This design comes from an exercise in tuning for small area, a short achievable clock period and few clock cycles per item on the open sky130 flow, not from production work. No functional check of the RTL was part of any run shown here. Power is estimated from default activity; no workload was simulated.

==> flow/design.v, too long to show whole: its modules and the start of the top module <==
// module wallace_multi: 1643 lines
// module mfa: 4 lines
// module mha: 4 lines
module wallace_multi (
    input clk,
    input rst,
    input [15:0] a,
    input [15:0] b,
    output reg [31:0] p,
    output reg done
);
  // ...
==> flow/run.sh <==
#!/bin/bash
# synth_recipe.tcl (not shown) runs the flow's synth.tcl, then flattens the netlist and writes it again
# the make line also repeats each setting of config.mk as NAME=value (left out here)
make -C /OpenROAD-flow-scripts/flow DESIGN_CONFIG=/design/flow/config.mk WORK_HOME=/design/flow/orfs CLKGATE_MAP_FILE= SYNTH_SCRIPT=/design/flow/synth_recipe.tcl finish
==> flow/config.mk <==
export PLATFORM = sky130hd
export DESIGN_NAME = wallace_multi
export DESIGN_NICKNAME = wallace_multi
export VERILOG_FILES = /design/flow/design.v
export SDC_FILE = /design/flow/constraint.sdc
export NUM_CORES = 4
export LEC_CHECK = 0
export CAP_MARGIN = 20
export CORE_MARGIN = 2
export CORE_UTILIZATION = 40
export SLEW_MARGIN = 20
export SYNTH_HIERARCHICAL = 1
==> flow/constraint.sdc <==
create_clock -name core_clock -period 4.0 [get_ports {clk}]
set_input_delay 0.8000 -clock core_clock [delete_from_list [all_inputs] [get_ports {clk}]]
set_output_delay 0.8000 -clock core_clock [all_outputs]
set_load 0.01 [all_outputs]
==> flow_summary.json, run 1 <==
{
  "ys_top_cells_by_count": "nor2_1, fa_1, dfxtp_1, clkbuf_1",
  "wl_met1_mm": 9.96,
  "r2r_slack_ps": -950,
  "holdPathEnd": "done",
  "seq_area_mm2": 0.00139,
  "fin_area_mm2": 0.0111,
  "seq-cell-share": 0.126,
  "synthFlopType": "dfxtp_1",
  "synthAdderAreaFrac": 0.566,
  "placed_cell_area_mm2": 0.0101,
  "ys_types": 41,
  "largest_class": "multi-input combinational cells",
  "track_usage": 0.221,
  "hold_buffers": 0,
  "power-top-group": "combinational logic",
  "netSwitchingFraction": 0.426,
  "power.switching_mw": 4.92,
  "crit_chain": "buf_12, nor2_4, fa_1, fa_2, fa_2, fa_1, fa_1, ha_2, ha_4, ha_4, and3_4, nand2b_4, a211o_4, a31oi_4, nor2_4, or3_1, nand3_1",
  "outcome": "complete, but fails checks",
  "first_global_vias": 6964,
  "worst_slack_ps": -952,
  "violatedChecks": "negative setup slack",
  "h-tree-depth": 3,
  "min_path_type": "flop to flop",
  "holdCritStartpoint": "v",
  "rr_worst_depth": 17,
  "fp.coreArea_mm2": 0.0196,
  "synth_compound_area_frac": 0.0402,
  "arrival_ps": 5250,
  "setup_viol": 22,
  "routed.top_layer": "met4",
  "largest_register_ffs": 32,
  "vias": 6212,
  "drv_cap": 0,
  "fp.dieW_um": 146
}
==> inputs of run 2 (changes only) <==
--- a/flow/design.v
+++ b/flow/design.v
@@ -124,108 +124,108 @@
     wire c478;
     wire c480;
     wire c482;
     wire c484;
     wire c486;
     wire c488;
     wire c490;
     wire c492;
-    wire c494;
     wire c496;
     wire c498;
     wire c500;
     wire c502;
     wire c504;
     wire c506;
     wire c508;
     wire c510;
     wire c512;
     wire c514;
     wire c516;
     wire c518;
     wire c520;
-    wire c522;
-    wire c524;
-    wire c526;
-    wire c528;
-    wire c530;
-    wire c532;
-    wire c534;
-    wire c536;
-    wire c538;
-    wire c540;
-    wire c542;
-    wire c544;
-    wire c546;
-    wire c548;
-    wire c550;
-    wire c552;
-    wire c554;
-    wire c556;
-    wire c558;
-    wire c560;
-    wire c562;
-    wire c564;
-    wire c566;
-    wire c568;
-    wire c570;
-    wire c572;
-    wire c574;
-    wire c576;
-    wire c578;
-    wire c580;
-    wire c582;
-    wire c584;
-    wire c586;
-    wire c588;
-    wire c590;
-    wire c592;
-    wire c594;
-    wire c596;
-    wire c598;
-    wire c600;
-    wire c602;
-    wire c604;
-    wire c606;
-    wire c608;
-    wire c610;
-    wire c612;
-    wire c614;
-    wire c616;
-    wire c618;
-    wire c620;
-    wire c622;
-    wire c624;
-    wire c626;
-    wire c628;
-    wire c630;
-    wire c632;
-    wire c634;
-    wire c636;
-    wire c638;
-    wire c640;
-    wire c642;
-    wire c644;
-    wire c646;
-    wire c648;
-    wire c650;
-    wire c652;
-    wire c654;
-    wire c656;
-    wire c658;
-    wire c660;
-    wire c662;
-    wire c664;
-    wire c666;
-    wire c668;
-    wire c670;
-    wire c672;
-    wire c674;
-    wire c676;
+    wire c525;
+    wire c527;
+    wire c529;
+    wire c531;
+    wire c533;
+    wire c535;
+    wire c537;
+    wire c539;
+    wire c541;
+    wire c543;
+    wire c545;
+    wire c547;
+    wire c549;
+    wire c551;
+    wire c553;
+    wire c555;
+    wire c557;
+    wire c559;
+    wire c561;
+    wire c563;
+    wire c565;
+    wire c567;
+    wire c569;
+    wire c571;
+    wire c573;
+    wire c575;
+    wire c577;
+    wire c579;
+    wire c581;
+    wire c583;
+    wire c585;
+    wire c587;
+    wire c589;
+    wire c591;
+    wire c593;
+    wire c595;
+    wire c597;
+    wire c599;
+    wire c601;
+    wire c603;
+    wire c605;
+    wire c607;
+    wire c609;
+    wire c611;
+    wire c613;
+    wire c615;
+    wire c617;
+    wire c619;
+    wire c621;
+    wire c623;
+    wire c625;
+    wire c627;
+    wire c629;
+    wire c631;
+    wire c633;
+    wire c635;
+    wire c637;
+    wire c639;
+    wire c641;
+    wire c643;
+    wire c645;
+    wire c647;
+    wire c649;
+    wire c651;
+    wire c653;
+    wire c655;
+    wire c657;
+    wire c659;
+    wire c661;
+    wire c663;
+    wire c665;
+    wire c667;
+    wire c669;
+    wire c671;
+    wire c673;
+    wire c675;
+    wire c677;
+    wire c679;
+    wire c681;
     wire n1;
     wire n2;
     wire n3;
     wire n4;
     wire n5;
     wire n6;
     wire n7;
     wire n8;
@@ -472,21 +472,16 @@
     wire n249;
     wire n250;
     wire n251;
     wire n252;
     wire n253;
     wire n254;
     wire n255;
     wire n256;
-    wire n677;
-    wire n678;
-    wire n679;
-    wire n680;
-    wire n681;
     wire n682;
     wire n683;
     wire n684;
     wire n685;
     wire n686;
     wire n687;
     wire n688;
     wire n689;
@@ -507,35 +502,27 @@
     wire n704;
     wire n705;
     wire n706;
     wire n707;
     wire n708;
     wire n709;
     wire n710;
     wire n711;
-    wire n712;
     wire n713;
     wire n714;
     wire n715;
     wire n716;
-    wire n717;
     wire n718;
     wire n719;
-    wire n720;
-    wire n721;
     wire n722;
     wire n723;
-    wire n724;
-    wire n725;
     wire n726;
     wire n727;
     wire n728;
-    wire n729;
-    wire n730;
     wire n731;
     wire n732;
     wire n733;
     wire n734;
     wire n735;
     wire n736;
     wire n737;
     wire n738;
@@ -554,46 +541,29 @@
     wire n751;
     wire n752;
     wire n753;
     wire n754;
     wire n755;
     wire n756;
     wire n757;
     wire n758;
-    wire n759;
-    wire n760;
-    wire n761;
     wire n762;
-    wire n763;
     wire n764;
-    wire n765;
-    wire n766;
-    wire n767;
     wire n768;
-    wire n769;
     wire n770;
-    wire n771;
-    wire n772;
-    wire n773;
     wire n774;
-    wire n775;
     wire n776;
     wire n777;
     wire n778;
     wire n779;
     wire n780;
-    wire n781;
     wire n782;
     wire n783;
-    wire n784;
-    wire n785;
-    wire n786;
     wire n787;
-    wire n788;
     wire n789;
     wire n790;
     wire n791;
     wire n792;
     wire n793;
     wire n794;
     wire n795;
     wire n796;
@@ -601,40 +571,32 @@
     wire n798;
     wire n799;
     wire n800;
     wire n801;
     wire n802;
     wire n803;
     wire n804;
     wire n805;
-    wire n806;
     wire n807;
-    wire n808;
     wire n809;
     wire n810;
     wire n811;
     wire n812;
     wire n813;
     wire n814;
     wire n815;
     wire n816;
     wire n817;
     wire n818;
     wire n819;
     wire n820;
     wire n821;
-    wire n822;
-    wire n823;
-    wire n824;
     wire n825;
-    wire n826;
     wire n827;
-    wire n828;
-    wire n829;
     wire n830;
     wire n831;
     wire n832;
     wire n833;
     wire n834;
     wire n835;
     wire n836;
     wire n837;
@@ -653,50 +615,38 @@
     wire n850;
     wire n851;
     wire n852;
     wire n853;
     wire n854;
     wire n855;
     wire n856;
     wire n857;
-    wire n858;
-    wire n859;
     wire n860;
     wire n861;
-    wire n862;
-    wire n863;
     wire n864;
     wire n865;
-    wire n866;
-    wire n867;
     wire n868;
     wire n869;
     wire n870;
     wire n871;
     wire n872;
     wire n873;
-    wire n874;
-    wire n875;
-    wire n876;
     wire n877;
-    wire n878;
     wire n879;
     wire n880;
     wire n881;
     wire n882;
     wire n883;
     wire n884;
     wire n885;
     wire n886;
     wire n887;
     wire n888;
     wire n889;
-    wire n890;
-    wire n891;
     wire n892;
     wire n893;
     wire n894;
     wire n895;
     wire n896;
     wire n897;
     wire n898;
     wire n899;
@@ -710,16 +660,132 @@
     wire n907;
     wire n908;
     wire n909;
     wire n910;
     wire n911;
     wire n912;
     wire n913;
     wire n914;
+    wire n915;
+    wire n916;
+    wire n917;
+    wire n918;
+    wire n919;
+    wire n920;
+    wire n921;
+    wire n922;
+    wire n923;
+    wire n924;
+    wire n925;
+    wire n926;
+    wire n927;
+    wire n928;
+    wire n929;
+    wire n930;
+    wire n931;
+    wire n932;
+    wire n933;
+    wire n934;
+    wire n935;
+    wire n936;
+    wire n937;
+    wire n938;
+    wire n939;
+    wire n940;
+    wire n941;
+    wire n942;
+    wire n945;
+    wire n947;
+    wire n948;
+    wire n949;
+    wire n950;
+    wire n951;
+    wire n952;
+    wire n953;
+    wire n954;
+    wire n955;
+    wire n956;
+    wire n957;
+    wire n958;
+    wire n959;
+    wire n960;
+    wire n961;
+    wire n963;
+    wire n964;
+    wire n966;
+    wire n967;
+    wire n969;
+    wire n971;
+    reg r493;
+    reg r494;
+    reg r521;
+    reg r522;
+    reg r523;
+    reg r712;
+    reg r717;
+    reg r720;
+    reg r721;
+    reg r724;
+    reg r725;
+    reg r729;
+    reg r730;
+    reg r759;
+    reg r760;
+    reg r761;
+    reg r763;
+    reg r765;
+    reg r766;
+    reg r767;
+    reg r769;
+    reg r771;
+    reg r772;
+    reg r773;
+    reg r775;
+    reg r781;
+    reg r784;
+    reg r785;
+    reg r786;
+    reg r788;
+    reg r806;
+    reg r808;
+    reg r822;
+    reg r823;
+    reg r824;
+    reg r826;
+    reg r828;
+    reg r829;
+    reg r858;
+    reg r859;
+    reg r862;
+    reg r863;
+    reg r866;
+    reg r867;
+    reg r874;
+    reg r875;
+    reg r876;
+    reg r878;
+    reg r890;
+    reg r891;
+    reg r943;
+    reg r944;
+    reg r946;
+    reg r962;
+    reg r965;
+    reg r968;
+    reg r970;
+    reg r972;
+    reg r973;
+    reg r974;
+    reg r975;
+    reg r976;
+    reg r977;
+    reg r978;
+    reg r979;
+    reg r980;
     wire s257;
     wire s259;
     wire s261;
     wire s263;
     wire s265;
     wire s267;
     wire s269;
     wire s271;
@@ -828,108 +894,108 @@
     wire s477;
     wire s479;
     wire s481;
     wire s483;
     wire s485;
     wire s487;
     wire s489;
     wire s491;
-    wire s493;
     wire s495;
     wire s497;
     wire s499;
     wire s501;
     wire s503;
     wire s505;
     wire s507;
     wire s509;
     wire s511;
     wire s513;
     wire s515;
     wire s517;
     wire s519;
-    wire s521;
-    wire s523;
-    wire s525;
-    wire s527;
-    wire s529;
-    wire s531;
-    wire s533;
-    wire s535;
-    wire s537;
-    wire s539;
-    wire s541;
-    wire s543;
-    wire s545;
-    wire s547;
-    wire s549;
-    wire s551;
-    wire s553;
-    wire s555;
-    wire s557;
-    wire s559;
-    wire s561;
-    wire s563;
-    wire s565;
-    wire s567;
-    wire s569;
-    wire s571;
-    wire s573;
-    wire s575;
-    wire s577;
-    wire s579;
-    wire s581;
-    wire s583;
-    wire s585;
-    wire s587;
-    wire s589;
-    wire s591;
-    wire s593;
-    wire s595;
-    wire s597;
-    wire s599;
-    wire s601;
-    wire s603;
-    wire s605;
-    wire s607;
-    wire s609;
-    wire s611;
-    wire s613;
-    wire s615;
-    wire s617;
-    wire s619;
-    wire s621;
-    wire s623;
-    wire s625;
-    wire s627;
-    wire s629;
-    wire s631;
-    wire s633;
-    wire s635;
-    wire s637;
-    wire s639;
-    wire s641;
-    wire s643;
-    wire s645;
-    wire s647;
-    wire s649;
-    wire s651;
-    wire s653;
-    wire s655;
-    wire s657;
-    wire s659;
-    wire s661;
-    wire s663;
-    wire s665;
-    wire s667;
-    wire s669;
-    wire s671;
-    wire s673;
-    wire s675;
+    wire s524;
+    wire s526;
+    wire s528;
+    wire s530;
+    wire s532;
+    wire s534;
+    wire s536;
+    wire s538;
+    wire s540;
+    wire s542;
+    wire s544;
+    wire s546;
+    wire s548;
+    wire s550;
+    wire s552;
+    wire s554;
+    wire s556;
+    wire s558;
+    wire s560;
+    wire s562;
+    wire s564;
+    wire s566;
+    wire s568;
+    wire s570;
+    wire s572;
+    wire s574;
+    wire s576;
+    wire s578;
+    wire s580;
+    wire s582;
+    wire s584;
+    wire s586;
+    wire s588;
+    wire s590;
+    wire s592;
+    wire s594;
+    wire s596;
+    wire s598;
+    wire s600;
+    wire s602;
+    wire s604;
+    wire s606;
+    wire s608;
+    wire s610;
+    wire s612;
+    wire s614;
+    wire s616;
+    wire s618;
+    wire s620;
+    wire s622;
+    wire s624;
+    wire s626;
+    wire s628;
+    wire s630;
+    wire s632;
+    wire s634;
+    wire s636;
+    wire s638;
+    wire s640;
+    wire s642;
+    wire s644;
+    wire s646;
+    wire s648;
+    wire s650;
+    wire s652;
+    wire s654;
+    wire s656;
+    wire s658;
+    wire s660;
+    wire s662;
+    wire s664;
+    wire s666;
+    wire s668;
+    wire s670;
+    wire s672;
+    wire s674;
+    wire s676;
+    wire s678;
+    wire s680;
     assign n1 = ~(a_r[0] | b_r[0]);
     assign n2 = ~(a_r[1] | b_r[0]);
     assign n3 = ~(a_r[2] | b_r[0]);
     assign n4 = ~(a_r[3] | b_r[0]);
     assign n5 = ~(a_r[4] | b_r[0]);
     assign n6 = ~(a_r[5] | b_r[0]);
     assign n7 = ~(a_r[6] | b_r[0]);
     assign n8 = ~(a_r[7] | b_r[0]);
@@ -1294,355 +1360,423 @@
     mfa us477 (.a(c440), .b(c442), .c(c444), .s(s477), .co(c478));
     mfa us479 (.a(c446), .b(c448), .c(s467), .s(s479), .co(c480));
     mfa us481 (.a(s469), .b(s471), .c(s473), .s(s481), .co(c482));
     mfa us483 (.a(s475), .b(c450), .c(c452), .s(s483), .co(c484));
     mfa us485 (.a(c454), .b(s477), .c(s479), .s(s485), .co(c486));
     mfa us487 (.a(s481), .b(c456), .c(c458), .s(s487), .co(c488));
     mfa us489 (.a(s483), .b(s485), .c(c460), .s(s489), .co(c490));
     mfa us491 (.a(s487), .b(c462), .c(s489), .s(s491), .co(c492));
-    mha us493 (.a(c464), .b(c466), .s(s493), .co(c494));
-    mfa us495 (.a(n48), .b(n63), .c(n78), .s(s495), .co(c496));
-    mfa us497 (.a(n93), .b(n108), .c(n123), .s(s497), .co(c498));
-    mfa us499 (.a(n138), .b(n153), .c(n168), .s(s499), .co(c500));
-    mfa us501 (.a(n183), .b(n198), .c(n213), .s(s501), .co(c502));
-    mfa us503 (.a(n228), .b(n243), .c(c468), .s(s503), .co(c504));
-    mfa us505 (.a(c470), .b(c472), .c(c474), .s(s505), .co(c506));
-    mfa us507 (.a(c476), .b(s495), .c(s497), .s(s507), .co(c508));
-    mfa us509 (.a(s499), .b(s501), .c(c478), .s(s509), .co(c510));
-    mfa us511 (.a(c480), .b(c482), .c(s503), .s(s511), .co(c512));
-    mfa us513 (.a(s505), .b(s507), .c(c484), .s(s513), .co(c514));
-    mfa us515 (.a(s509), .b(s511), .c(c486), .s(s515), .co(c516));
-    mfa us517 (.a(c488), .b(s513), .c(s515), .s(s517), .co(c518));
-    mfa us519 (.a(c490), .b(s517), .c(c492), .s(s519), .co(c520));
-    mfa us521 (.a(n64), .b(n79), .c(n94), .s(s521), .co(c522));
-    mfa us523 (.a(n109), .b(n124), .c(n139), .s(s523), .co(c524));
-    mfa us525 (.a(n154), .b(n169), .c(n184), .s(s525), .co(c526));
-    mfa us527 (.a(n199), .b(n214), .c(n229), .s(s527), .co(c528));
-    mfa us529 (.a(n244), .b(c496), .c(c498), .s(s529), .co(c530));
-    mfa us531 (.a(c500), .b(c502), .c(s521), .s(s531), .co(c532));
-    mfa us533 (.a(s523), .b(s525), .c(s527), .s(s533), .co(c534));
-    mfa us535 (.a(c504), .b(c506), .c(c508), .s(s535), .co(c536));
-    mfa us537 (.a(s529), .b(s531), .c(s533), .s(s537), .co(c538));
-    mfa us539 (.a(c510), .b(c512), .c(s535), .s(s539), .co(c540));
-    mfa us541 (.a(s537), .b(c514), .c(c516), .s(s541), .co(c542));
-    mfa us543 (.a(s539), .b(c518), .c(s541), .s(s543), .co(c544));
-    mfa us545 (.a(n80), .b(n95), .c(n110), .s(s545), .co(c546));
-    mfa us547 (.a(n125), .b(n140), .c(n155), .s(s547), .co(c548));
-    mfa us549 (.a(n170), .b(n185), .c(n200), .s(s549), .co(c550));
-    mfa us551 (.a(n215), .b(n230), .c(n245), .s(s551), .co(c552));
-    mfa us553 (.a(c522), .b(c524), .c(c526), .s(s553), .co(c554));
-    mfa us555 (.a(c528), .b(s545), .c(s547), .s(s555), .co(c556));
-    mfa us557 (.a(s549), .b(s551), .c(c530), .s(s557), .co(c558));
-    mfa us559 (.a(c532), .b(c534), .c(s553), .s(s559), .co(c560));
-    mfa us561 (.a(s555), .b(c536), .c(s557), .s(s561), .co(c562));
-    mfa us563 (.a(s559), .b(c538), .c(c540), .s(s563), .co(c564));
-    mfa us565 (.a(s561), .b(c542), .c(s563), .s(s565), .co(c566));
-    mfa us567 (.a(n96), .b(n111), .c(n126), .s(s567), .co(c568));
-    mfa us569 (.a(n141), .b(n156), .c(n171), .s(s569), .co(c570));
-    mfa us571 (.a(n186), .b(n201), .c(n216), .s(s571), .co(c572));
-    mfa us573 (.a(n231), .b(n246), .c(c546), .s(s573), .co(c574));
-    mfa us575 (.a(c548), .b(c550), .c(c552), .s(s575), .co(c576));
-    mfa us577 (.a(s567), .b(s569), .c(s571), .s(s577), .co(c578));
-    mfa us579 (.a(c554), .b(c556), .c(s573), .s(s579), .co(c580));
-    mfa us581 (.a(s575), .b(s577), .c(c558), .s(s581), .co(c582));
-    mfa us583 (.a(c560), .b(s579), .c(s581), .s(s583), .co(c584));
-    mfa us585 (.a(c562), .b(c564), .c(s583), .s(s585), .co(c586));
-    mfa us587 (.a(n112), .b(n127), .c(n142), .s(s587), .co(c588));
-    mfa us589 (.a(n157), .b(n172), .c(n187), .s(s589), .co(c590));
-    mfa us591 (.a(n202), .b(n217), .c(n232), .s(s591), .co(c592));
-    mfa us593 (.a(n247), .b(c568), .c(c570), .s(s593), .co(c594));
-    mfa us595 (.a(c572), .b(s587), .c(s589), .s(s595), .co(c596));
-    mfa us597 (.a(s591), .b(c574), .c(c576), .s(s597), .co(c598));
-    mfa us599 (.a(c578), .b(s593), .c(s595), .s(s599), .co(c600));
-    mfa us601 (.a(c580), .b(s597), .c(s599), .s(s601), .co(c602));
-    mfa us603 (.a(c582), .b(s601), .c(c584), .s(s603), .co(c604));
-    mfa us605 (.a(n128), .b(n143), .c(n158), .s(s605), .co(c606));
-    mfa us607 (.a(n173), .b(n188), .c(n203), .s(s607), .co(c608));
-    mfa us609 (.a(n218), .b(n233), .c(n248), .s(s609), .co(c610));
-    mfa us611 (.a(c588), .b(c590), .c(c592), .s(s611), .co(c612));
-    mfa us613 (.a(s605), .b(s607), .c(s609), .s(s613), .co(c614));
-    mfa us615 (.a(c594), .b(c596), .c(s611), .s(s615), .co(c616));
-    mfa us617 (.a(s613), .b(c598), .c(s615), .s(s617), .co(c618));
-    mfa us619 (.a(c600), .b(c602), .c(s617), .s(s619), .co(c620));
-    mfa us621 (.a(n144), .b(n159), .c(n174), .s(s621), .co(c622));
-    mfa us623 (.a(n189), .b(n204), .c(n219), .s(s623), .co(c624));
-    mfa us625 (.a(n234), .b(n249), .c(c606), .s(s625), .co(c626));
-    mfa us627 (.a(c608), .b(c610), .c(s621), .s(s627), .co(c628));
-    mfa us629 (.a(s623), .b(c612), .c(c614), .s(s629), .co(c630));
-    mfa us631 (.a(s625), .b(s627), .c(c616), .s(s631), .co(c632));
-    mfa us633 (.a(s629), .b(s631), .c(c618), .s(s633), .co(c634));
-    mfa us635 (.a(n160), .b(n175), .c(n190), .s(s635), .co(c636));
-    mfa us637 (.a(n205), .b(n220), .c(n235), .s(s637), .co(c638));
-    mfa us639 (.a(n250), .b(c622), .c(c624), .s(s639), .co(c640));
-    mfa us641 (.a(s635), .b(s637), .c(c626), .s(s641), .co(c642));
-    mfa us643 (.a(c628), .b(s639), .c(c630), .s(s643), .co(c644));
-    mfa us645 (.a(s641), .b(c632), .c(s643), .s(s645), .co(c646));
-    mfa us647 (.a(n176), .b(n191), .c(n206), .s(s647), .co(c648));
-    mfa us649 (.a(n221), .b(n236), .c(n251), .s(s649), .co(c650));
-    mfa us651 (.a(c636), .b(c638), .c(s647), .s(s651), .co(c652));
-    mfa us653 (.a(s649), .b(c640), .c(s651), .s(s653), .co(c654));
-    mfa us655 (.a(c642), .b(s653), .c(c644), .s(s655), .co(c656));
-    mfa us657 (.a(n192), .b(n207), .c(n222), .s(s657), .co(c658));
-    mfa us659 (.a(n237), .b(n252), .c(c648), .s(s659), .co(c660));
-    mfa us661 (.a(c650), .b(s657), .c(c652), .s(s661), .co(c662));
-    mfa us663 (.a(s659), .b(s661), .c(c654), .s(s663), .co(c664));
-    mfa us665 (.a(n208), .b(n223), .c(n238), .s(s665), .co(c666));
-    mfa us667 (.a(n253), .b(c658), .c(s665), .s(s667), .co(c668));
-    mfa us669 (.a(c660), .b(s667), .c(c662), .s(s669), .co(c670));
-    mfa us671 (.a(n224), .b(n239), .c(n254), .s(s671), .co(c672));
-    mfa us673 (.a(c666), .b(s671), .c(c668), .s(s673), .co(c674));
-    mfa us675 (.a(n240), .b(n255), .c(c672), .s(s675), .co(c676));
-    assign n677 = n2 & n17;
-    assign n678 = n2 ^ n17;
-    assign n679 = n33 & s257;
-    assign n680 = n33 ^ s257;
-    assign n681 = s259 & s261;
-    assign n682 = s259 ^ s261;
-    assign n683 = s265 & s267;
-    assign n684 = s265 ^ s267;
-    assign n685 = s273 & s275;
-    assign n686 = s273 ^ s275;
-    assign n687 = s283 & s285;
-    assign n688 = s283 ^ s285;
-    assign n689 = s295 & s297;
-    assign n690 = s295 ^ s297;
-    assign n691 = s309 & s311;
-    assign n692 = s309 ^ s311;
-    assign n693 = c312 & s327;
-    assign n694 = c312 ^ s327;
-    assign n695 = c328 & s345;
-    assign n696 = c328 ^ s345;
-    assign n697 = s363 & s365;
-    assign n698 = s363 ^ s365;
-    assign n699 = c366 & s387;
-    assign n700 = c366 ^ s387;
-    assign n701 = c388 & s411;
-    assign n702 = c388 ^ s411;
-    assign n703 = c412 & s437;
-    assign n704 = c412 ^ s437;
-    assign n705 = c438 & s465;
-    assign n706 = c438 ^ s465;
-    assign n707 = s491 & s493;
-    assign n708 = s491 ^ s493;
-    assign n709 = c494 & s519;
-    assign n710 = c494 ^ s519;
-    assign n711 = c520 & s543;
-    assign n712 = c520 ^ s543;
-    assign n713 = c544 & s565;
-    assign n714 = c544 ^ s565;
-    assign n715 = c566 & s585;
-    assign n716 = c566 ^ s585;
-    assign n717 = c586 & s603;
-    assign n718 = c586 ^ s603;
-    assign n719 = c604 & s619;
-    assign n720 = c604 ^ s619;
-    assign n721 = c620 & s633;
-    assign n722 = c620 ^ s633;
-    assign n723 = c634 & s645;
-    assign n724 = c634 ^ s645;
-    assign n725 = c646 & s655;
-    assign n726 = c646 ^ s655;
-    assign n727 = c656 & s663;
-    assign n728 = c656 ^ s663;
-    assign n729 = c664 & s669;
-    assign n730 = c664 ^ s669;
-    assign n731 = c670 & s673;
-    assign n732 = c670 ^ s673;
-    assign n733 = c674 & s675;
-    assign n734 = c674 ^ s675;
-    assign n735 = n256 & c676;
-    assign n736 = n256 ^ c676;
-    assign n737 = n678 & n1;
-    assign n738 = n681 | (n682 & n679);
-    assign n739 = n682 & n680;
-    assign n740 = n685 | (n686 & n683);
-    assign n741 = n686 & n684;
-    assign n742 = n689 | (n690 & n687);
-    assign n743 = n690 & n688;
-    assign n744 = n693 | (n694 & n691);
-    assign n745 = n694 & n692;
-    assign n746 = n697 | (n698 & n695);
-    assign n747 = n698 & n696;
-    assign n748 = n701 | (n702 & n699);
-    assign n749 = n702 & n700;
-    assign n750 = n705 | (n706 & n703);
-    assign n751 = n706 & n704;
-    assign n752 = n709 | (n710 & n707);
-    assign n753 = n710 & n708;
-    assign n754 = n713 | (n714 & n711);
-    assign n755 = n714 & n712;
-    assign n756 = n717 | (n718 & n715);
-    assign n757 = n718 & n716;
-    assign n758 = n721 | (n722 & n719);
-    assign n759 = n722 & n720;
-    assign n760 = n725 | (n726 & n723);
-    assign n761 = n726 & n724;
-    assign n762 = n729 | (n730 & n727);
-    assign n763 = n730 & n728;
-    assign n764 = n733 | (n734 & n731);
-    assign n765 = n734 & n732;
-    assign n766 = n679 | (n680 & n677);
-    assign n767 = n680 & n737;
-    assign n768 = n738 | (n739 & n677);
-    assign n769 = n739 & n737;
-    assign n770 = n687 | (n688 & n740);
-    assign n771 = n688 & n741;
-    assign n772 = n742 | (n743 & n740);
-    assign n773 = n743 & n741;
-    assign n774 = n695 | (n696 & n744);
-    assign n775 = n696 & n745;
-    assign n776 = n746 | (n747 & n744);
-    assign n777 = n747 & n745;
-    assign n778 = n703 | (n704 & n748);
-    assign n779 = n704 & n749;
-    assign n780 = n750 | (n751 & n748);
-    assign n781 = n751 & n749;
-    assign n782 = n711 | (n712 & n752);
-    assign n783 = n712 & n753;
-    assign n784 = n754 | (n755 & n752);
-    assign n785 = n755 & n753;
-    assign n786 = n719 | (n720 & n756);
-    assign n787 = n720 & n757;
-    assign n788 = n758 | (n759 & n756);
-    assign n789 = n759 & n757;
-    assign n790 = n727 | (n728 & n760);
-    assign n791 = n728 & n761;
-    assign n792 = n762 | (n763 & n760);
-    assign n793 = n763 & n761;
-    assign n794 = n735 | (n736 & n764);
-    assign n795 = n736 & n765;
-    assign n796 = n683 | (n684 & n768);
-    assign n797 = n684 & n769;
-    assign n798 = n740 | (n741 & n768);
-    assign n799 = n741 & n769;
-    assign n800 = n770 | (n771 & n768);
-    assign n801 = n771 & n769;
-    assign n802 = n772 | (n773 & n768);
-    assign n803 = n773 & n769;
-    assign n804 = n699 | (n700 & n776);
-    assign n805 = n700 & n777;
-    assign n806 = n748 | (n749 & n776);
-    assign n807 = n749 & n777;
-    assign n808 = n778 | (n779 & n776);
-    assign n809 = n779 & n777;
-    assign n810 = n780 | (n781 & n776);
-    assign n811 = n781 & n777;
-    assign n812 = n715 | (n716 & n784);
-    assign n813 = n716 & n785;
-    assign n814 = n756 | (n757 & n784);
-    assign n815 = n757 & n785;
-    assign n816 = n786 | (n787 & n784);
-    assign n817 = n787 & n785;
-    assign n818 = n788 | (n789 & n784);
-    assign n819 = n789 & n785;
-    assign n820 = n731 | (n732 & n792);
-    assign n821 = n732 & n793;
-    assign n822 = n764 | (n765 & n792);
-    assign n823 = n765 & n793;
-    assign n824 = n794 | (n795 & n792);
-    assign n825 = n795 & n793;
-    assign n826 = n691 | (n692 & n802);
-    assign n827 = n692 & n803;
-    assign n828 = n744 | (n745 & n802);
-    assign n829 = n745 & n803;
-    assign n830 = n774 | (n775 & n802);
-    assign n831 = n775 & n803;
-    assign n832 = n776 | (n777 & n802);
-    assign n833 = n777 & n803;
-    assign n834 = n804 | (n805 & n802);
-    assign n835 = n805 & n803;
-    assign n836 = n806 | (n807 & n802);
-    assign n837 = n807 & n803;
-    assign n838 = n808 | (n809 & n802);
-    assign n839 = n809 & n803;
-    assign n840 = n810 | (n811 & n802);
-    assign n841 = n811 & n803;
-    assign n842 = n723 | (n724 & n818);
-    assign n843 = n724 & n819;
-    assign n844 = n760 | (n761 & n818);
-    assign n845 = n761 & n819;
-    assign n846 = n790 | (n791 & n818);
-    assign n847 = n791 & n819;
-    assign n848 = n792 | (n793 & n818);
-    assign n849 = n793 & n819;
-    assign n850 = n820 | (n821 & n818);
-    assign n851 = n821 & n819;
-    assign n852 = n822 | (n823 & n818);
-    assign n853 = n823 & n819;
-    assign n854 = n824 | (n825 & n818);
-    assign n855 = n825 & n819;
-    assign n856 = n707 | (n708 & n840);
-    assign n857 = n708 & n841;
-    assign n858 = n752 | (n753 & n840);
-    assign n859 = n753 & n841;
-    assign n860 = n782 | (n783 & n840);
-    assign n861 = n783 & n841;
-    assign n862 = n784 | (n785 & n840);
-    assign n863 = n785 & n841;
-    assign n864 = n812 | (n813 & n840);
-    assign n865 = n813 & n841;
-    assign n866 = n814 | (n815 & n840);
-    assign n867 = n815 & n841;
-    assign n868 = n816 | (n817 & n840);
-    assign n869 = n817 & n841;
-    assign n870 = n818 | (n819 & n840);
-    assign n871 = n819 & n841;
-    assign n872 = n842 | (n843 & n840);
-    assign n873 = n843 & n841;
-    assign n874 = n844 | (n845 & n840);
-    assign n875 = n845 & n841;
-    assign n876 = n846 | (n847 & n840);
-    assign n877 = n847 & n841;
-    assign n878 = n848 | (n849 & n840);
-    assign n879 = n849 & n841;
-    assign n880 = n850 | (n851 & n840);
-    assign n881 = n851 & n841;
-    assign n882 = n852 | (n853 & n840);
-    assign n883 = n853 & n841;
-    assign n884 = n854 | (n855 & n840);
-    assign n885 = n855 & n841;
-    assign n886 = n680 ^ n677;
-    assign n887 = n682 ^ n766;
-    assign n888 = n684 ^ n768;
-    assign n889 = n686 ^ n796;
-    assign n890 = n688 ^ n798;
-    assign n891 = n690 ^ n800;
-    assign n892 = n692 ^ n802;
-    assign n893 = n694 ^ n826;
-    assign n894 = n696 ^ n828;
-    assign n895 = n698 ^ n830;
-    assign n896 = n700 ^ n832;
-    assign n897 = n702 ^ n834;
-    assign n898 = n704 ^ n836;
-    assign n899 = n706 ^ n838;
-    assign n900 = n708 ^ n840;
-    assign n901 = n710 ^ n856;
-    assign n902 = n712 ^ n858;
-    assign n903 = n714 ^ n860;
-    assign n904 = n716 ^ n862;
-    assign n905 = n718 ^ n864;
-    assign n906 = n720 ^ n866;
-    assign n907 = n722 ^ n868;
-    assign n908 = n724 ^ n870;
-    assign n909 = n726 ^ n872;
-    assign n910 = n728 ^ n874;
-    assign n911 = n730 ^ n876;
-    assign n912 = n732 ^ n878;
-    assign n913 = n734 ^ n880;
-    assign n914 = n736 ^ n882;
-    always @(posedge clk) p <= {n884, n914, n913, n912, n911, n910, n909, n908, n907, n906, n905, n904, n903, n902, n901, n900, n899, n898, n897, n896, n895, n894, n893, n892, n891, n890, n889, n888, n887, n886, n678, n1};
-    reg [0:0] v;
+    mfa us497 (.a(n48), .b(n63), .c(n78), .s(s497), .co(c498));
+    mfa us499 (.a(n93), .b(n108), .c(n123), .s(s499), .co(c500));
+    mfa us501 (.a(n138), .b(n153), .c(n168), .s(s501), .co(c502));
+    mfa us503 (.a(n183), .b(n198), .c(n213), .s(s503), .co(c504));
+    mfa us505 (.a(n228), .b(n243), .c(c468), .s(s505), .co(c506));
+    mfa us507 (.a(c470), .b(c472), .c(c474), .s(s507), .co(c508));
+    mfa us509 (.a(c476), .b(s497), .c(s499), .s(s509), .co(c510));
+    mfa us511 (.a(s501), .b(s503), .c(c478), .s(s511), .co(c512));
+    mfa us513 (.a(c480), .b(c482), .c(s505), .s(s513), .co(c514));
+    mfa us515 (.a(s507), .b(s509), .c(c484), .s(s515), .co(c516));
+    mfa us517 (.a(s511), .b(s513), .c(c486), .s(s517), .co(c518));
+    mfa us519 (.a(c488), .b(s515), .c(s517), .s(s519), .co(c520));
+    mfa us526 (.a(n64), .b(n79), .c(n94), .s(s526), .co(c527));
+    mfa us528 (.a(n109), .b(n124), .c(n139), .s(s528), .co(c529));
+    mfa us530 (.a(n154), .b(n169), .c(n184), .s(s530), .co(c531));
+    mfa us532 (.a(n199), .b(n214), .c(n229), .s(s532), .co(c533));
+    mfa us534 (.a(n244), .b(c498), .c(c500), .s(s534), .co(c535));
+    mfa us536 (.a(c502), .b(c504), .c(s526), .s(s536), .co(c537));
+    mfa us538 (.a(s528), .b(s530), .c(s532), .s(s538), .co(c539));
+    mfa us540 (.a(c506), .b(c508), .c(c510), .s(s540), .co(c541));
+    mfa us542 (.a(s534), .b(s536), .c(s538), .s(s542), .co(c543));
+    mfa us544 (.a(c512), .b(c514), .c(s540), .s(s544), .co(c545));
+    mfa us546 (.a(s542), .b(c516), .c(c518), .s(s546), .co(c547));
+    mfa us548 (.a(s544), .b(c520), .c(s546), .s(s548), .co(c549));
+    mfa us550 (.a(n80), .b(n95), .c(n110), .s(s550), .co(c551));
+    mfa us552 (.a(n125), .b(n140), .c(n155), .s(s552), .co(c553));
+    mfa us554 (.a(n170), .b(n185), .c(n200), .s(s554), .co(c555));
+    mfa us556 (.a(n215), .b(n230), .c(n245), .s(s556), .co(c557));
+    mfa us558 (.a(c527), .b(c529), .c(c531), .s(s558), .co(c559));
+    mfa us560 (.a(c533), .b(s550), .c(s552), .s(s560), .co(c561));
+    mfa us562 (.a(s554), .b(s556), .c(c535), .s(s562), .co(c563));
+    mfa us564 (.a(c537), .b(c539), .c(s558), .s(s564), .co(c565));
+    mfa us566 (.a(s560), .b(c541), .c(s562), .s(s566), .co(c567));
+    mfa us568 (.a(s564), .b(c543), .c(c545), .s(s568), .co(c569));
+    mfa us570 (.a(s566), .b(c547), .c(s568), .s(s570), .co(c571));
+    mfa us572 (.a(n96), .b(n111), .c(n126), .s(s572), .co(c573));
+    mfa us574 (.a(n141), .b(n156), .c(n171), .s(s574), .co(c575));
+    mfa us576 (.a(n186), .b(n201), .c(n216), .s(s576), .co(c577));
+    mfa us578 (.a(n231), .b(n246), .c(c551), .s(s578), .co(c579));
+    mfa us580 (.a(c553), .b(c555), .c(c557), .s(s580), .co(c581));
+    mfa us582 (.a(s572), .b(s574), .c(s576), .s(s582), .co(c583));
+    mfa us584 (.a(c559), .b(c561), .c(s578), .s(s584), .co(c585));
+    mfa us586 (.a(s580), .b(s582), .c(c563), .s(s586), .co(c587));
+    mfa us588 (.a(c565), .b(s584), .c(s586), .s(s588), .co(c589));
+    mfa us590 (.a(c567), .b(c569), .c(s588), .s(s590), .co(c591));
+    mfa us592 (.a(n112), .b(n127), .c(n142), .s(s592), .co(c593));
+    mfa us594 (.a(n157), .b(n172), .c(n187), .s(s594), .co(c595));
+    mfa us596 (.a(n202), .b(n217), .c(n232), .s(s596), .co(c597));
+    mfa us598 (.a(n247), .b(c573), .c(c575), .s(s598), .co(c599));
+    mfa us600 (.a(c577), .b(s592), .c(s594), .s(s600), .co(c601));
+    mfa us602 (.a(s596), .b(c579), .c(c581), .s(s602), .co(c603));
+    mfa us604 (.a(c583), .b(s598), .c(s600), .s(s604), .co(c605));
+    mfa us606 (.a(c585), .b(s602), .c(s604), .s(s606), .co(c607));
+    mfa us608 (.a(c587), .b(s606), .c(c589), .s(s608), .co(c609));
+    mfa us610 (.a(n128), .b(n143), .c(n158), .s(s610), .co(c611));
+    mfa us612 (.a(n173), .b(n188), .c(n203), .s(s612), .co(c613));
+    mfa us614 (.a(n218), .b(n233), .c(n248), .s(s614), .co(c615));
+    mfa us616 (.a(c593), .b(c595), .c(c597), .s(s616), .co(c617));
+    mfa us618 (.a(s610), .b(s612), .c(s614), .s(s618), .co(c619));
+    mfa us620 (.a(c599), .b(c601), .c(s616), .s(s620), .co(c621));
+    mfa us622 (.a(s618), .b(c603), .c(s620), .s(s622), .co(c623));
+    mfa us624 (.a(c605), .b(c607), .c(s622), .s(s624), .co(c625));
+    mfa us626 (.a(n144), .b(n159), .c(n174), .s(s626), .co(c627));
+    mfa us628 (.a(n189), .b(n204), .c(n219), .s(s628), .co(c629));
+    mfa us630 (.a(n234), .b(n249), .c(c611), .s(s630), .co(c631));
+    mfa us632 (.a(c613), .b(c615), .c(s626), .s(s632), .co(c633));
+    mfa us634 (.a(s628), .b(c617), .c(c619), .s(s634), .co(c635));
+    mfa us636 (.a(s630), .b(s632), .c(c621), .s(s636), .co(c637));
+    mfa us638 (.a(s634), .b(s636), .c(c623), .s(s638), .co(c639));
+    mfa us640 (.a(n160), .b(n175), .c(n190), .s(s640), .co(c641));
+    mfa us642 (.a(n205), .b(n220), .c(n235), .s(s642), .co(c643));
+    mfa us644 (.a(n250), .b(c627), .c(c629), .s(s644), .co(c645));
+    mfa us646 (.a(s640), .b(s642), .c(c631), .s(s646), .co(c647));
+    mfa us648 (.a(c633), .b(s644), .c(c635), .s(s648), .co(c649));
+    mfa us650 (.a(s646), .b(c637), .c(s648), .s(s650), .co(c651));
+    mfa us652 (.a(n176), .b(n191), .c(n206), .s(s652), .co(c653));
+    mfa us654 (.a(n221), .b(n236), .c(n251), .s(s654), .co(c655));
+    mfa us656 (.a(c641), .b(c643), .c(s652), .s(s656), .co(c657));
+    mfa us658 (.a(s654), .b(c645), .c(s656), .s(s658), .co(c659));
+    mfa us660 (.a(c647), .b(s658), .c(c649), .s(s660), .co(c661));
+    mfa us662 (.a(n192), .b(n207), .c(n222), .s(s662), .co(c663));
+    mfa us664 (.a(n237), .b(n252), .c(c653), .s(s664), .co(c665));
+    mfa us666 (.a(c655), .b(s662), .c(c657), .s(s666), .co(c667));
+    mfa us668 (.a(s664), .b(s666), .c(c659), .s(s668), .co(c669));
+    mfa us670 (.a(n208), .b(n223), .c(n238), .s(s670), .co(c671));
+    mfa us672 (.a(n253), .b(c663), .c(s670), .s(s672), .co(c673));
+    mfa us674 (.a(c665), .b(s672), .c(c667), .s(s674), .co(c675));
+    mfa us676 (.a(n224), .b(n239), .c(n254), .s(s676), .co(c677));
+    mfa us678 (.a(c671), .b(s676), .c(c673), .s(s678), .co(c679));
+    mfa us680 (.a(n240), .b(n255), .c(c677), .s(s680), .co(c681));
+    assign n682 = n2 & n17;
+    assign n683 = n2 ^ n17;
+    assign n684 = n33 & s257;
+    assign n685 = n33 ^ s257;
+    assign n686 = s259 & s261;
+    assign n687 = s259 ^ s261;
+    assign n688 = s265 & s267;
+    assign n689 = s265 ^ s267;
+    assign n690 = s273 & s275;
+    assign n691 = s273 ^ s275;
+    assign n692 = s283 & s285;
+    assign n693 = s283 ^ s285;
+    assign n694 = s295 & s297;
+    assign n695 = s295 ^ s297;
+    assign n696 = s309 & s311;
+    assign n697 = s309 ^ s311;
+    assign n698 = c312 & s327;
+    assign n699 = c312 ^ s327;
+    assign n700 = c328 & s345;
+    assign n701 = c328 ^ s345;
+    assign n702 = s363 & s365;
+    assign n703 = s363 ^ s365;
+    assign n704 = c366 & s387;
+    assign n705 = c366 ^ s387;
+    assign n706 = c388 & s411;
+    assign n707 = c388 ^ s411;
+    assign n708 = c412 & s437;
+    assign n709 = c412 ^ s437;
+    assign n710 = c438 & s465;
+    assign n711 = c438 ^ s465;
+    assign n728 = c591 & s608;
+    assign n732 = c609 & s624;
+    assign n733 = c609 ^ s624;
+    assign n734 = c625 & s638;
+    assign n735 = c625 ^ s638;
+    assign n736 = c639 & s650;
+    assign n737 = c639 ^ s650;
+    assign n738 = c651 & s660;
+    assign n739 = c651 ^ s660;
+    assign n740 = c661 & s668;
+    assign n741 = c661 ^ s668;
+    assign n742 = c669 & s674;
+    assign n743 = c669 ^ s674;
+    assign n744 = c675 & s678;
+    assign n745 = c675 ^ s678;
+    assign n746 = c679 & s680;
+    assign n747 = c679 ^ s680;
+    assign n748 = n256 & c681;
+    assign n749 = n256 ^ c681;
+    assign n750 = n683 & n1;
+    assign n751 = n686 | (n687 & n684);
+    assign n752 = n687 & n685;
+    assign n753 = n690 | (n691 & n688);
+    assign n754 = n691 & n689;
+    assign n755 = n694 | (n695 & n692);
+    assign n756 = n695 & n693;
+    assign n757 = n698 | (n699 & n696);
+    assign n758 = n699 & n697;
+    assign n790 = n738 | (n739 & n736);
+    assign n791 = n739 & n737;
+    assign n792 = n742 | (n743 & n740);
+    assign n793 = n743 & n741;
+    assign n794 = n746 | (n747 & n744);
+    assign n795 = n747 & n745;
+    assign n796 = n684 | (n685 & n682);
+    assign n797 = n685 & n750;
+    assign n798 = n751 | (n752 & n682);
+    assign n799 = n752 & n750;
+    assign n800 = n692 | (n693 & n753);
+    assign n801 = n693 & n754;
+    assign n802 = n755 | (n756 & n753);
+    assign n803 = n756 & n754;
+    assign n804 = n700 | (n701 & n757);
+    assign n805 = n701 & n758;
+    assign n832 = n748 | (n749 & n794);
+    assign n833 = n749 & n795;
+    assign n834 = n688 | (n689 & n798);
+    assign n835 = n689 & n799;
+    assign n836 = n753 | (n754 & n798);
+    assign n837 = n754 & n799;
+    assign n838 = n800 | (n801 & n798);
+    assign n839 = n801 & n799;
+    assign n840 = n802 | (n803 & n798);
+    assign n841 = n803 & n799;
+    assign n870 = n696 | (n697 & n840);
+    assign n871 = n697 & n841;
+    assign n872 = n757 | (n758 & n840);
+    assign n873 = n758 & n841;
+    assign n936 = n685 ^ n682;
+    assign n937 = n687 ^ n796;
+    assign n938 = n689 ^ n798;
+    assign n939 = n691 ^ n834;
+    assign n940 = n693 ^ n836;
+    assign n941 = n695 ^ n838;
+    assign n942 = n697 ^ n840;
+    always @(posedge clk) begin
+        r493 <= c464;
+        r494 <= c466;
+        r521 <= c490;
+        r522 <= s519;
+        r523 <= c492;
+        r712 <= s491;
+        r717 <= s548;
+        r720 <= c549;
+        r721 <= s570;
+        r724 <= c571;
+        r725 <= s590;
+        r729 <= c591;
+        r730 <= s608;
+        r759 <= n702;
+        r760 <= n703;
+        r761 <= n700;
+        r763 <= n701;
+        r765 <= n706;
+        r766 <= n707;
+        r767 <= n704;
+        r769 <= n705;
+        r771 <= n710;
+        r772 <= n711;
+        r773 <= n708;
+        r775 <= n709;
+        r781 <= n728;
+        r784 <= n734;
+        r785 <= n735;
+        r786 <= n732;
+        r788 <= n733;
+        r806 <= n757;
+        r808 <= n758;
+        r822 <= n740;
+        r823 <= n741;
+        r824 <= n790;
+        r826 <= n791;
+        r828 <= n792;
+        r829 <= n793;
+        r858 <= n744;
+        r859 <= n745;
+        r862 <= n794;
+        r863 <= n795;
+        r866 <= n832;
+        r867 <= n833;
+        r874 <= n804;
+        r875 <= n805;
+        r876 <= n840;
+        r878 <= n841;
+        r890 <= n736;
+        r891 <= n737;
+        r943 <= n699;
+        r944 <= n870;
+        r946 <= n872;
+        r962 <= n739;
+        r965 <= n743;
+        r968 <= n747;
+        r970 <= n749;
+        r972 <= n1;
+        r973 <= n683;
+        r974 <= n936;
+        r975 <= n937;
+        r976 <= n938;
+        r977 <= n939;
+        r978 <= n940;
+        r979 <= n941;
+        r980 <= n942;
+    end
+    mha us495 (.a(r493), .b(r494), .s(s495), .co(c496));
+    mfa us524 (.a(r521), .b(r522), .c(r523), .s(s524), .co(c525));
+    assign n713 = r712 & s495;
+    assign n714 = r712 ^ s495;
+    assign n715 = c496 & s524;
+    assign n716 = c496 ^ s524;
+    assign n718 = c525 & r717;
+    assign n719 = c525 ^ r717;
+    assign n722 = r720 & r721;
+    assign n723 = r720 ^ r721;
+    assign n726 = r724 & r725;
+    assign n727 = r724 ^ r725;
+    assign n731 = r729 ^ r730;
+    assign n762 = r759 | (r760 & r761);
+    assign n764 = r760 & r763;
+    assign n768 = r765 | (r766 & r767);
+    assign n770 = r766 & r769;
+    assign n774 = r771 | (r772 & r773);
+    assign n776 = r772 & r775;
+    assign n777 = n715 | (n716 & n713);
+    assign n778 = n716 & n714;
+    assign n779 = n722 | (n723 & n718);
+    assign n780 = n723 & n719;
+    assign n782 = r781 | (n731 & n726);
+    assign n783 = n731 & n727;
+    assign n787 = r784 | (r785 & r786);
+    assign n789 = r785 & r788;
+    assign n807 = n762 | (n764 & r806);
+    assign n809 = n764 & r808;
+    assign n810 = r773 | (r775 & n768);
+    assign n811 = r775 & n770;
+    assign n812 = n774 | (n776 & n768);
+    assign n813 = n776 & n770;
+    assign n814 = n718 | (n719 & n777);
+    assign n815 = n719 & n778;
+    assign n816 = n779 | (n780 & n777);
+    assign n817 = n780 & n778;
+    assign n818 = r786 | (r788 & n782);
+    assign n819 = r788 & n783;
+    assign n820 = n787 | (n789 & n782);
+    assign n821 = n789 & n783;
+    assign n825 = r822 | (r823 & r824);
+    assign n827 = r823 & r826;
+    assign n830 = r828 | (r829 & r824);
+    assign n831 = r829 & r826;
+    assign n842 = r767 | (r769 & n807);
+    assign n843 = r769 & n809;
+    assign n844 = n768 | (n770 & n807);
+    assign n845 = n770 & n809;
+    assign n846 = n810 | (n811 & n807);
+    assign n847 = n811 & n809;
+    assign n848 = n812 | (n813 & n807);
+    assign n849 = n813 & n809;
+    assign n850 = n726 | (n727 & n816);
+    assign n851 = n727 & n817;
+    assign n852 = n782 | (n783 & n816);
+    assign n853 = n783 & n817;
+    assign n854 = n818 | (n819 & n816);
+    assign n855 = n819 & n817;
+    assign n856 = n820 | (n821 & n816);
+    assign n857 = n821 & n817;
+    assign n860 = r858 | (r859 & n830);
+    assign n861 = r859 & n831;
+    assign n864 = r862 | (r863 & n830);
+    assign n865 = r863 & n831;
+    assign n868 = r866 | (r867 & n830);
+    assign n869 = r867 & n831;
+    assign n877 = r874 | (r875 & r876);
+    assign n879 = r875 & r878;
+    assign n880 = n807 | (n809 & r876);
+    assign n881 = n809 & r878;
+    assign n882 = n842 | (n843 & r876);
+    assign n883 = n843 & r878;
+    assign n884 = n844 | (n845 & r876);
+    assign n885 = n845 & r878;
+    assign n886 = n846 | (n847 & r876);
+    assign n887 = n847 & r878;
+    assign n888 = n848 | (n849 & r876);
+    assign n889 = n849 & r878;
+    assign n892 = r890 | (r891 & n856);
+    assign n893 = r891 & n857;
+    assign n894 = r824 | (r826 & n856);
+    assign n895 = r826 & n857;
+    assign n896 = n825 | (n827 & n856);
+    assign n897 = n827 & n857;
+    assign n898 = n830 | (n831 & n856);
+    assign n899 = n831 & n857;
+    assign n900 = n860 | (n861 & n856);
+    assign n901 = n861 & n857;
+    assign n902 = n864 | (n865 & n856);
+    assign n903 = n865 & n857;
+    assign n904 = n868 | (n869 & n856);
+    assign n905 = n869 & n857;
+    assign n906 = n713 | (n714 & n888);
+    assign n907 = n714 & n889;
+    assign n908 = n777 | (n778 & n888);
+    assign n909 = n778 & n889;
+    assign n910 = n814 | (n815 & n888);
+    assign n911 = n815 & n889;
+    assign n912 = n816 | (n817 & n888);
+    assign n913 = n817 & n889;
+    assign n914 = n850 | (n851 & n888);
+    assign n915 = n851 & n889;
+    assign n916 = n852 | (n853 & n888);
+    assign n917 = n853 & n889;
+    assign n918 = n854 | (n855 & n888);
+    assign n919 = n855 & n889;
+    assign n920 = n856 | (n857 & n888);
+    assign n921 = n857 & n889;
+    assign n922 = n892 | (n893 & n888);
+    assign n923 = n893 & n889;
+    assign n924 = n894 | (n895 & n888);
+    assign n925 = n895 & n889;
+    assign n926 = n896 | (n897 & n888);
+    assign n927 = n897 & n889;
+    assign n928 = n898 | (n899 & n888);
+    assign n929 = n899 & n889;
+    assign n930 = n900 | (n901 & n888);
+    assign n931 = n901 & n889;
+    assign n932 = n902 | (n903 & n888);
+    assign n933 = n903 & n889;
+    assign n934 = n904 | (n905 & n888);
+    assign n935 = n905 & n889;
+    assign n945 = r943 ^ r944;
+    assign n947 = r763 ^ r946;
+    assign n948 = r760 ^ n877;
+    assign n949 = r769 ^ n880;
+    assign n950 = r766 ^ n882;
+    assign n951 = r775 ^ n884;
+    assign n952 = r772 ^ n886;
+    assign n953 = n714 ^ n888;
+    assign n954 = n716 ^ n906;
+    assign n955 = n719 ^ n908;
+    assign n956 = n723 ^ n910;
+    assign n957 = n727 ^ n912;
+    assign n958 = n731 ^ n914;
+    assign n959 = r788 ^ n916;
+    assign n960 = r785 ^ n918;
+    assign n961 = r891 ^ n920;
+    assign n963 = r962 ^ n922;
+    assign n964 = r823 ^ n924;
+    assign n966 = r965 ^ n926;
+    assign n967 = r859 ^ n928;
+    assign n969 = r968 ^ n930;
+    assign n971 = r970 ^ n932;
+    always @(posedge clk) p <= {n934, n971, n969, n967, n966, n964, n963, n961, n960, n959, n958, n957, n956, n955, n954, n953, n952, n951, n950, n949, n948, n947, n945, r980, r979, r978, r977, r976, r975, r974, r973, r972};
+    reg [1:0] v;
     always @(posedge clk or negedge rst) begin
         if (!rst) begin
-            v <= 1'b0;
+            v <= 2'b0;
             done <= 1'b0;
         end else begin
-            v <= 1'b1;
-            done <= v[0];
+            v <= {v[0:0], 1'b1};
+            done <= v[1];
         end
     end
 endmodule
 module mfa (input a, input b, input c, output s, output co);
     assign s = a ^ b ^ c;
     assign co = (a & b) | (a & c) | (b & c);
 endmodule
 module mha (input a, input b, output s, output co);
==> run 2 against run 1 <==
The run now finishes clean. Clock power rose by 88%. Count of clock-buffer cells in the layout up 9. Core utilization shrank 8.2 points. Synthesized area rose by 17%. Power decreased by 40%. Non-clock buffer count down 98. Worst setup slack improved by 1100 ps. Combinational power is 65% lower. Via count decreased by 0.61%.
==> flow_summary.json, run 2 <==
{
  "outcome": "finished clean",
  "gp_congestion": 0.976,
  "dieArea_mm2": 0.0247,
  "worst-path-max-fanout": 7,
  "ys_types": 35,
  "cts-root-buf": "clkbuf_16",
  "synth_edf_count": 0,
  "whs_path_depth": 0,
  "required_ps": 4310,
  "start_util": 0.404,
  "clock_skew_ps": 10.5,
  "peakVddDrop_mv": 0.374,
  "syn_nets": 1136,
  "first_global_vias": 6882,
  "hold_buffers": 0,
  "tightest_slew_ps": 590,
  "setup_viol": 0,
  "ant_nets": 0,
  "reg2reg_to": "r772",
  "drive_gt1_frac": 0.0981,
  "grt_max_degree": 17,
  "grt_pass1_wl_mm": 36.1,
  "drtPass1Iterations": 6,
  "power_density_mw_per_mm2": 620,
  "drt_wl_total_mm": 21.9,
  "ctsResizeCount": 0,
  "die_y_um": 157,
  "drc_errors": 0,
  "post-synth-top-area-cell": "fa_1",
  "path_clk_slew_ps": 60,
  "min_path_type": "flop to flop",
  "cts_buffer_depth": 2,
  "cts_buffers": 17,
  "r2r_slack_ps": 110,
  "yosysMostFrequentCell": "nor2_1",
  "ys_ff_latch": 132,
  "synthFlopType": "dfxtp_1",
  "path_class": "flop to flop",
  "drv_cap": 0,
  "cts_tree": "built",
  "start_kind": "flop",
  "worstReg2RegStart": "a_r[4]",
  "ys_warn_count": 7,
  "clock_latency_ps": 420,
  "fp.coreArea_mm2": 0.0233,
  "syn-instance-count": 859,
  "slew_violations": 0,
  "hold_viol_final": 0,
  "fp.dieW_um": 157,
  "postSynthAreaPerCell_um2": 10.9,
  "placed_cell_area_mm2": 0.0106,
  "gr-total-overflow": 0,
  "biggestRegsByFlops": "p x32, a_r x16, b_r x16",
  "rr_worst_depth": 8,
  "rows": 56,
  "fmax_ghz": 0.257,
  "tns_ps": 0,
  "arrival_ps": 4190,
  "port_buffers": 66,
  "cts_sinks": 132,
  "fin_area_mm2": 0.0112,
  "holdPathEnd": "p[3]",
  "antenna_found_initial": 0,
  "ioPinCount": 67,
  "fin_crit_ps": 3890,
  "regMostFlops": "p",
  "synth_top_area_frac": 0.424,
  "dp_cells": 1235,
  "track_usage": 0.195,
  "grt_setup_unrepaired": "no",
  "place_hpwl_mm": 17.4,
  "synthArstFlopShare": 0.0227,
  "vias_per_cell": 4.87,
  "h-tree-depth": 4,
  "yosys-top-cells-area": "fa_1, dfxtp_1, nor2_1, ha_1, clkbuf_1",
  "fin_cells": 1267,
  "slew_headroom": 0.607,
  "drt_iter0_drc": 320,
  "syn_to_final_growth_pct": 19.8,
  "holdCritStartpoint": "r975",
  "largest_register_ffs": 32,
  "nets": 1212,
  "cp-end-kind": "flop",
  "yosysSeqAreaShare": 0.283,
  "cts_setup_buffers": 0,
  "n_antenna_cell": 0,
  "timing.hold.ws_ps": 327,
  "final_cell_mix": "nor2_1, fa_1, dfxtp_1",
  "p_total_mw": 6.97,
  "synthesis.area_mm2": 0.00939,
  "wl_per_cell_um": 17.3,
  "p_leak_nw": 5.26,
  "ys_top_cells_by_count": "nor2_1, fa_1, dfxtp_1, clkbuf_1, inv_1",
  "vias": 6174,
  "layout_commonest_cell": "nor2_1",
  "fin_crit_sh": 0.971
}
run 2: cell types whose count changed after synthesis, sizes merged, moves of 3 or more:
cell	delta
dfxtp	+65
a21o	+10
nor2	-7
o21ai	-5
xor2	+5
nand2	-4
a311o	+3
nand3	-3
nor3	-3
run 2: metrics by stage:
step                      worst slack (ps)  utilization
after detailed placement               179        0.458
after global routing                  24.4        0.483
after CTS                              135        0.483
final                                  115        0.483
after floorplan                       94.9            -
after global placement                 246        0.458
run 2: routing by layer:
metal | track usage | vias up | share of wire
met1 | 0.247 | 3134 | 0.42
met3 | 0.0509 | 46 | 0.067
met4 | 0.0641 | 0 | 0.023
li1 | - | 2777 | -
met2 | 0.327 | 217 | 0.49
met5 | 0 | - | 0
run 2: cell families (layout without fill, tap and decap cells):
family / after synthesis / count (layout) / share of synthesized area
AO/OA/AOI/OAI: 53 / 53 / 0.0420
XOR/XNOR: 22 / 22 / 0.0205
adder cells (fa/ha/maj): 243 / 243 / 0.483
buffers and inverters: 111 / 200 / 0.0452
flip-flops: 132 / 132 / 0.283
other: 1 / 1 / 0.000400
AND/OR/NAND/NOR: 297 / 297 / 0.126
run 2: area by class of cell:
cell class | instances | area (µm²)
fill | 2188 | 12000
multi-input combinational | 616 | 6300
sequential | 132 | 2660
timing repair buffer | 121 | 1110
clock buffer | 19 | 443
tap | 319 | 399
inverter | 47 | 176
clock inverter | 13 | 149
run 2: per-module statistics from Yosys (local to each module, per instance):
module,area [µm²],cells inside,flip-flops and latches
wallace_multi,5300,649,132
mfa,20.0,1,0
mha,12.5,1,0
run 2: worst max-delay path by stage:
stage	startpoint	cells after the start	end
6_report	a_r[4]	8	r772
5_1_grt	a_r[4]	8	r772
4_1_cts	a_r[4]	8	r772
3_5_place_dp	b_r[0]	8	r772
3_3_place_gp	a_r[4]	8	r772
2_1_floorplan	a_r[8]	10	r772
run 2: report_power, final:
part | switching [mW] | internal (mW)
logic | 1.69 | 1.65
clock network | 0.645 | 0.944
registers | 0.203 | 1.83
run 2: critical path: stages, from the launching register on:
cell and delay, ps:
dfxtp_1 510, nor2_1 130, fa_1 490, fa_1 470, fa_1 530, fa_1 620, fa_1 450, ha_1 290
ha_1 270

-- what the ideal ports hide --
How much do the figures lean on ideal ports? The routed layouts below were timed once more, with nothing changed but the port constraints. Step 1 (the two cells are an assumption about what drives the block):
set clk [get_ports {clk}]
set_driving_cell -lib_cell sky130_fd_sc_hd__clkbuf_16 $clk
set_driving_cell -lib_cell sky130_fd_sc_hd__buf_2 [delete_from_list [all_inputs] $clk]
Step 2 moves the port delays by t, midway between the first and last clock arrival at a register: inputs arrive t later, outputs are due t later. That takes back most of the time a late clock gives input paths. Three values: ideal ports, drivers, drivers and shift; two values: the first two.
run | t, ns | setup WS [ns] | hold slack, ns
run 1 | 0.389 | -0.952 / -0.952 / -0.952 | 0.347 / 0.347 / 0.347
run 2 | 0.463 | 0.115 / 0.115 / 0.115 | 0.327 / 0.327 / 0.327
